Background: an optimization exercise with open tools, aiming at small area. Do not read the settings as production practice. Power is estimated from default activity; no workload was simulated.

rev 12:
==> flow/design.v (excerpt) <==
module IntMem (
            scan_en,
            aclk,
            areset_n,
            mem_type,
            remap,
            axi_awid,
            axi_awaddr,
            axi_awlen,
            axi_awsize,
            axi_awburst,
            axi_awlock,
            axi_awcache,
            axi_awprot,
            axi_awvalid,
            axi_awready,
            axi_wdata,
            axi_wstrb,
            axi_wlast,
            axi_wvalid,
            axi_wready,
            axi_bid,
            axi_bresp,
            axi_bvalid,
            axi_bready,
           axi_arid,      
           axi_araddr,       
           axi_arlen,     
           axi_arsize,    
           axi_arburst,   
           axi_arlock,    
           axi_arcache,   
           axi_arprot,    
           axi_arvalid,   
           axi_arready,
           axi_rid,
           axi_rdata,
           axi_rresp,
           axi_rlast,
           axi_rvalid,
           axi_rready,
           mem0_cs_n,
           mem0_wr_n,
           mem0_rd_n,
           mem0_wr_byte_en,
           mem0_addr,
           mem0_wr_addr,
           mem0_din,
           mem0_dout,
           mem1_cs_n,
           mem1_wr_n,
           mem1_rd_n,
           mem1_wr_byte_en,
           mem1_addr,
           mem1_wr_addr,
           mem1_din,
           mem1_dout,
           mem2_cs_n,
           mem2_wr_n,
           mem2_rd_n,
           mem2_wr_byte_en,
           mem2_addr,
           mem2_wr_addr,
           mem2_din,
           mem2_dout 
);
For scale: about 1,800 cells after synthesis, roughly 1,500 I/O pins.
==> module IntMemReqHold, before the edit <==
module IntMemReqHold
  (
   AxVALIDhold,
   AxREADYhold,
   AxREADYhold_c,
   ACLK,
   ARESETn,
   AxVALID,
   AxREADY,
   xREADY,
   xVALID,
   xLAST
   );
  input	 ACLK;
  input	 ARESETn;
  output AxVALIDhold;    
  output AxREADYhold;    
  output AxREADYhold_c;  
  input	 AxVALID;        
  input	 AxREADY;        
  input	 xREADY;         
  input	 xVALID;         
  input	 xLAST;          
  wire	      wait_for_resp_in;
  reg	        wait_for_resp;
  assign AxVALIDhold = AxVALID & ~wait_for_resp;
  assign AxREADYhold = AxREADY & ~wait_for_resp;
  assign AxREADYhold_c = AxREADY & ~wait_for_resp_in;
  assign        wait_for_resp_in = ((AxREADY & AxVALID) | wait_for_resp) &  
				      ~(xLAST & xVALID & xREADY);  
  always @(posedge ACLK or negedge ARESETn)
    begin
      if (!ARESETn)
	begin
	  wait_for_resp <=   1'b0;
	end
      else
	begin
	  wait_for_resp <=   wait_for_resp_in;
	end
    end
endmodule
==> module IntMemWrCtrl, before the edit <==
module IntMemWrCtrl (
                   ACLK,
                   ARESETn,
                   AWID,
                   AWADDR,
                   AWLEN,
                   AWSIZE,
                   AWBURST,
                   AWVALID,
                   AWREADY,
                   AWLOCK,
                   WVALID,
                   WREADY,
                   BID,
                   BRESP,
                   BVALID,
                   BREADY,
                   WAddrValid,
                   WAddrReady,
                   WAddrStart,
                   WAddrOut
);
  parameter           DATA_WIDTH = 128;            
  parameter           ID_WIDTH   = 4;              
  localparam          DATA_MAX   = DATA_WIDTH-1;   
  localparam          ID_MAX     = ID_WIDTH-1;     
  input                     ACLK;        
  input                     ARESETn;     
  input [ID_MAX : 0]  AWID;        
  input [31 : 0]      AWADDR;      
  input [7 : 0]       AWLEN;       
  input [2 : 0]       AWSIZE;      
  input [1 : 0]       AWBURST;     
  input                     AWVALID;     
  output                    AWREADY;     
  input [1:0]               AWLOCK ;
  input                     WVALID;      
  output                    WREADY;      
  output [ID_MAX : 0] BID;         
  output [1 : 0]      BRESP;       
  output                    BVALID;      
  input                     BREADY;      
  output                    WAddrValid;  
  input                     WAddrReady;  
  output [31 : 0]     WAddrOut;    
  output [31 : 16]    WAddrStart;  
  wire                      ACLK;        
  wire                      ARESETn;     
  reg         bresp0 ;
  wire [ID_MAX : 0]   AWID;        
  wire [31 : 0]       AWADDR;      
  wire [7 : 0]        AWLEN;       
  wire [2 : 0]        AWSIZE;      
  wire [1 : 0]        AWBURST;     
  wire                      AWVALID;     
  wire                      AWVALIDhold;
  wire                      AWREADY;     
  wire                      AWREADYi;
  wire                      AWREADYhold;
  wire                      WVALID;      
  wire                      WREADY;      
  wire [ID_MAX : 0]   BID;         
  wire [1 : 0]        BRESP;       
  wire                      BVALID;      
  wire                      BREADY;      
  wire                      WAddrValid;  
  wire                      WAddrReady;  
  wire [31 : 0]       WAddrOut;    
  wire [31 : 0]       AddrOut;
  wire [ID_MAX : 0]   AddrId;
  wire                      AddrLast;
  wire                      AddrValid;
  wire                      AddrReady;
  wire                      DataLast;
  wire                      wrongwid;
  wire                      brespi;
  reg [ID_MAX : 0]    bidr;
  reg                         bvalidr;
  reg                         wreadyr;
  reg                       AddrValidr;
  assign WAddrValid         = AddrValid;
  assign WAddrOut[31:0]     = AddrOut[31:0];
  assign AddrReady          = WAddrReady;
  assign AWREADY            = AWREADYhold;
  assign AWREADYi           = AWVALIDhold & WVALID & WAddrReady;
  assign WREADY             =   WAddrReady & ( AWVALIDhold ? WVALID : wreadyr) ;
  assign BID[ID_MAX:0]      = bidr[ID_MAX:0];
  assign BRESP[1:0]         = {1'b0, bresp0} ;
  assign brespi             = wrongwid;
  assign BVALID             = bvalidr;
  IntMemAddrGen #(ID_WIDTH) u_IntMemAddrGen
    (
     .ACLK(ACLK),
     .ARESETn(ARESETn),
     .AxADDR(AWADDR),
     .AxSIZE(AWSIZE),
     .AxBURST(AWBURST),
     .AxLEN(AWLEN),
     .AxID(AWID),
     .AxVALID(AWVALIDhold),
     .AxREADY(AWREADYhold),
     .AddrOut(AddrOut),
     .AddrId(AddrId),
     .AddrLast(AddrLast),
     .AddrValid(AddrValid),
     .DataLast(DataLast),
     .AddrStart(WAddrStart),
     .xVALID(WVALID),
     .xREADY(WREADY),
     .xSTEP(WVALID & WAddrReady & wreadyr)
     );
  always @ (posedge ACLK or negedge ARESETn)
  begin
      if(!ARESETn)
          bresp0 <= 1'b0 ;
      else if(~bvalidr & AWVALID & AWREADY)
          bresp0 <= (AWLOCK == 2'b01) ;
  end
  always @ (posedge ACLK or negedge ARESETn)
    if (!ARESETn) begin
      bidr[ID_MAX:0] <=   ID_WIDTH*{1'b0};
      bvalidr        <=   1'b0;
      wreadyr        <=   1'b0;
    end else begin  
      bidr[ID_MAX:0] <=   DataLast ? AddrId[ID_MAX:0] : bidr[ID_MAX:0];
      bvalidr        <=   bvalidr  ? (!BREADY)        : (DataLast & AddrValid);
      wreadyr        <=   !AddrLast & WREADY;
    end 
  assign wrongwid = 1'b0;
  IntMemReqHold u_IntMemReqHold
    (
     .AxVALIDhold(AWVALIDhold),
     .AxREADYhold(AWREADYhold),
     .AxREADYhold_c (),
     .ACLK(ACLK),
     .ARESETn(ARESETn),
     .AxVALID(AWVALID),
     .AxREADY(AWREADYi),
     .xREADY(BREADY),
     .xVALID(BVALID),
     .xLAST(1'b1)
     );
endmodule
Settings: LEC_CHECK=0, CAP_MARGIN=20, CORE_AREA=10 10 530 530, DIE_AREA=0 0 540 540, SLEW_MARGIN=20; clock period 11.0 ns.
standard.sh (not shown) runs the stock make flow with config.mk's settings and CLKGATE_MAP_FILE= SYNTH_SCRIPT=/design/flow/synth_recipe.tcl, a recipe that flattens the netlist after the stock synthesis.
==> flow/flow/run.sh <==
#!/bin/bash
set -euo pipefail
export BUFFER_PORTS_ARGS="-buffer_cell sky130_fd_sc_hd__buf_1"
export CTS_ARGS="-sink_clustering_enable -repair_clock_nets -dont_use_dummy_load -sink_clustering_size 15 -sink_clustering_max_diameter 70 -buf_list {sky130_fd_sc_hd__clkbuf_8}"
bash standard.sh finish > standard_flow.log 2>&1
Setup changes, rev 12 to rev 13
--- a/flow/design.v
+++ b/flow/design.v
@@ -1,48 +1,6 @@
-module IntMemReqHold
-  (
-   AxVALIDhold,
-   AxREADYhold,
-   AxREADYhold_c,
-   ACLK,
-   ARESETn,
-   AxVALID,
-   AxREADY,
-   xREADY,
-   xVALID,
-   xLAST
-   );
-  input	 ACLK;
-  input	 ARESETn;
-  output AxVALIDhold;    
-  output AxREADYhold;    
-  output AxREADYhold_c;  
-  input	 AxVALID;        
-  input	 AxREADY;        
-  input	 xREADY;         
-  input	 xVALID;         
-  input	 xLAST;          
-  wire	      wait_for_resp_in;
-  reg	        wait_for_resp;
-  assign AxVALIDhold = AxVALID & ~wait_for_resp;
-  assign AxREADYhold = AxREADY & ~wait_for_resp;
-  assign AxREADYhold_c = AxREADY & ~wait_for_resp_in;
-  assign        wait_for_resp_in = ((AxREADY & AxVALID) | wait_for_resp) &  
-				      ~(xLAST & xVALID & xREADY);  
-  always @(posedge ACLK or negedge ARESETn)
-    begin
-      if (!ARESETn)
-	begin
-	  wait_for_resp <=   1'b0;
-	end
-      else
-	begin
-	  wait_for_resp <=   wait_for_resp_in;
-	end
-    end
-endmodule
 module IntMemAdrNxt
   (
     AddrIn,
     AxLEN,
     AxSIZE,
     AxBURST,
@@ -321,25 +279,15 @@
     end else begin  
       bidr[ID_MAX:0] <=   DataLast ? AddrId[ID_MAX:0] : bidr[ID_MAX:0];
       bvalidr        <=   bvalidr  ? (!BREADY)        : (DataLast & AddrValid);
       wreadyr        <=   !AddrLast & WREADY;
     end 
   assign wrongwid = 1'b0;
-  IntMemReqHold u_IntMemReqHold
-    (
-     .AxVALIDhold(AWVALIDhold),
-     .AxREADYhold(AWREADYhold),
-     .AxREADYhold_c (),
-     .ACLK(ACLK),
-     .ARESETn(ARESETn),
-     .AxVALID(AWVALID),
-     .AxREADY(AWREADYi),
-     .xREADY(BREADY),
-     .xVALID(BVALID),
-     .xLAST(1'b1)
-     );
+  wire wait_for_resp = wreadyr | bvalidr;
+  assign AWVALIDhold = AWVALID & ~wait_for_resp;
+  assign AWREADYhold = AWREADYi & ~wait_for_resp;
 endmodule
 module IntMemRdCtrl (
                    ACLK,
                    ARESETn,
                    ARID,
                    ARADDR,
==> summary.txt <==
- Between rev 13 and rev 12, the finished layout cell area does not differ in any meaningful way.
- Data arrival time at the worst-slack endpoint (lower): rev 13
- [compare] base=rev 12 new=rev 13: minimum setup slack in the final design higher; routed wire length increased by 7.2% relative to the old numbers.
- The number of cells produced by synthesis was comparable across rev 12 and rev 13.
- Rev 13: met3 capacity usage during global routing higher than rev 12
- Mean routed wirelength per cell | rev 13 above rev 12
- When rev 13 is set beside rev 12, its total number of clock tree sinks turns out to be 0.35% smaller.
- Compared with rev 12, rev 13 shows total power draw higher by 0.13 mW.
- Summary of the comparison: global-route wire length before repair is higher in rev 13, relative to rev 12.
- Area after synthesis of rev 13 exceeds that of rev 12 slightly.
- Max pre-CTS setup slack across rev 12 and rev 13: rev 13
No run of this note included a check of the RTL's function; only the layout flow was run.

## separate check: timing with driven ports
The flow's constraints put no driver on any port. The routed layouts listed below were extracted and timed again, unchanged, in two steps. Step 1 assumes that a clkbuf_16 drives the clock port and a buf_2 every other input. Step 2 moves the port delays by t, midway between the first and last clock arrival at a register: inputs arrive t later, outputs are due t later. That takes back most of the time a late clock gives input paths. Slacks: ideal / step 1 / step 2; pairs: ideal / step 1.
run | shift t [ns] | setup WS [ns] | worst setup path at the end | latest minus earliest clock arrival (ns)
rev 12 | 0.771 | 0.532 / 0.478 / 0.478 | input to output | 0.152 / 0.152
rev 13 | 0.782 | 0.796 / 0.732 / 0.732 | input to output | 0.140 / 0.139
After both steps setup and hold are still met in every run listed. For rev 13, which loses most, drivers alone change the setup slack by -0.064 ns; drivers and shift together by -0.064 ns.
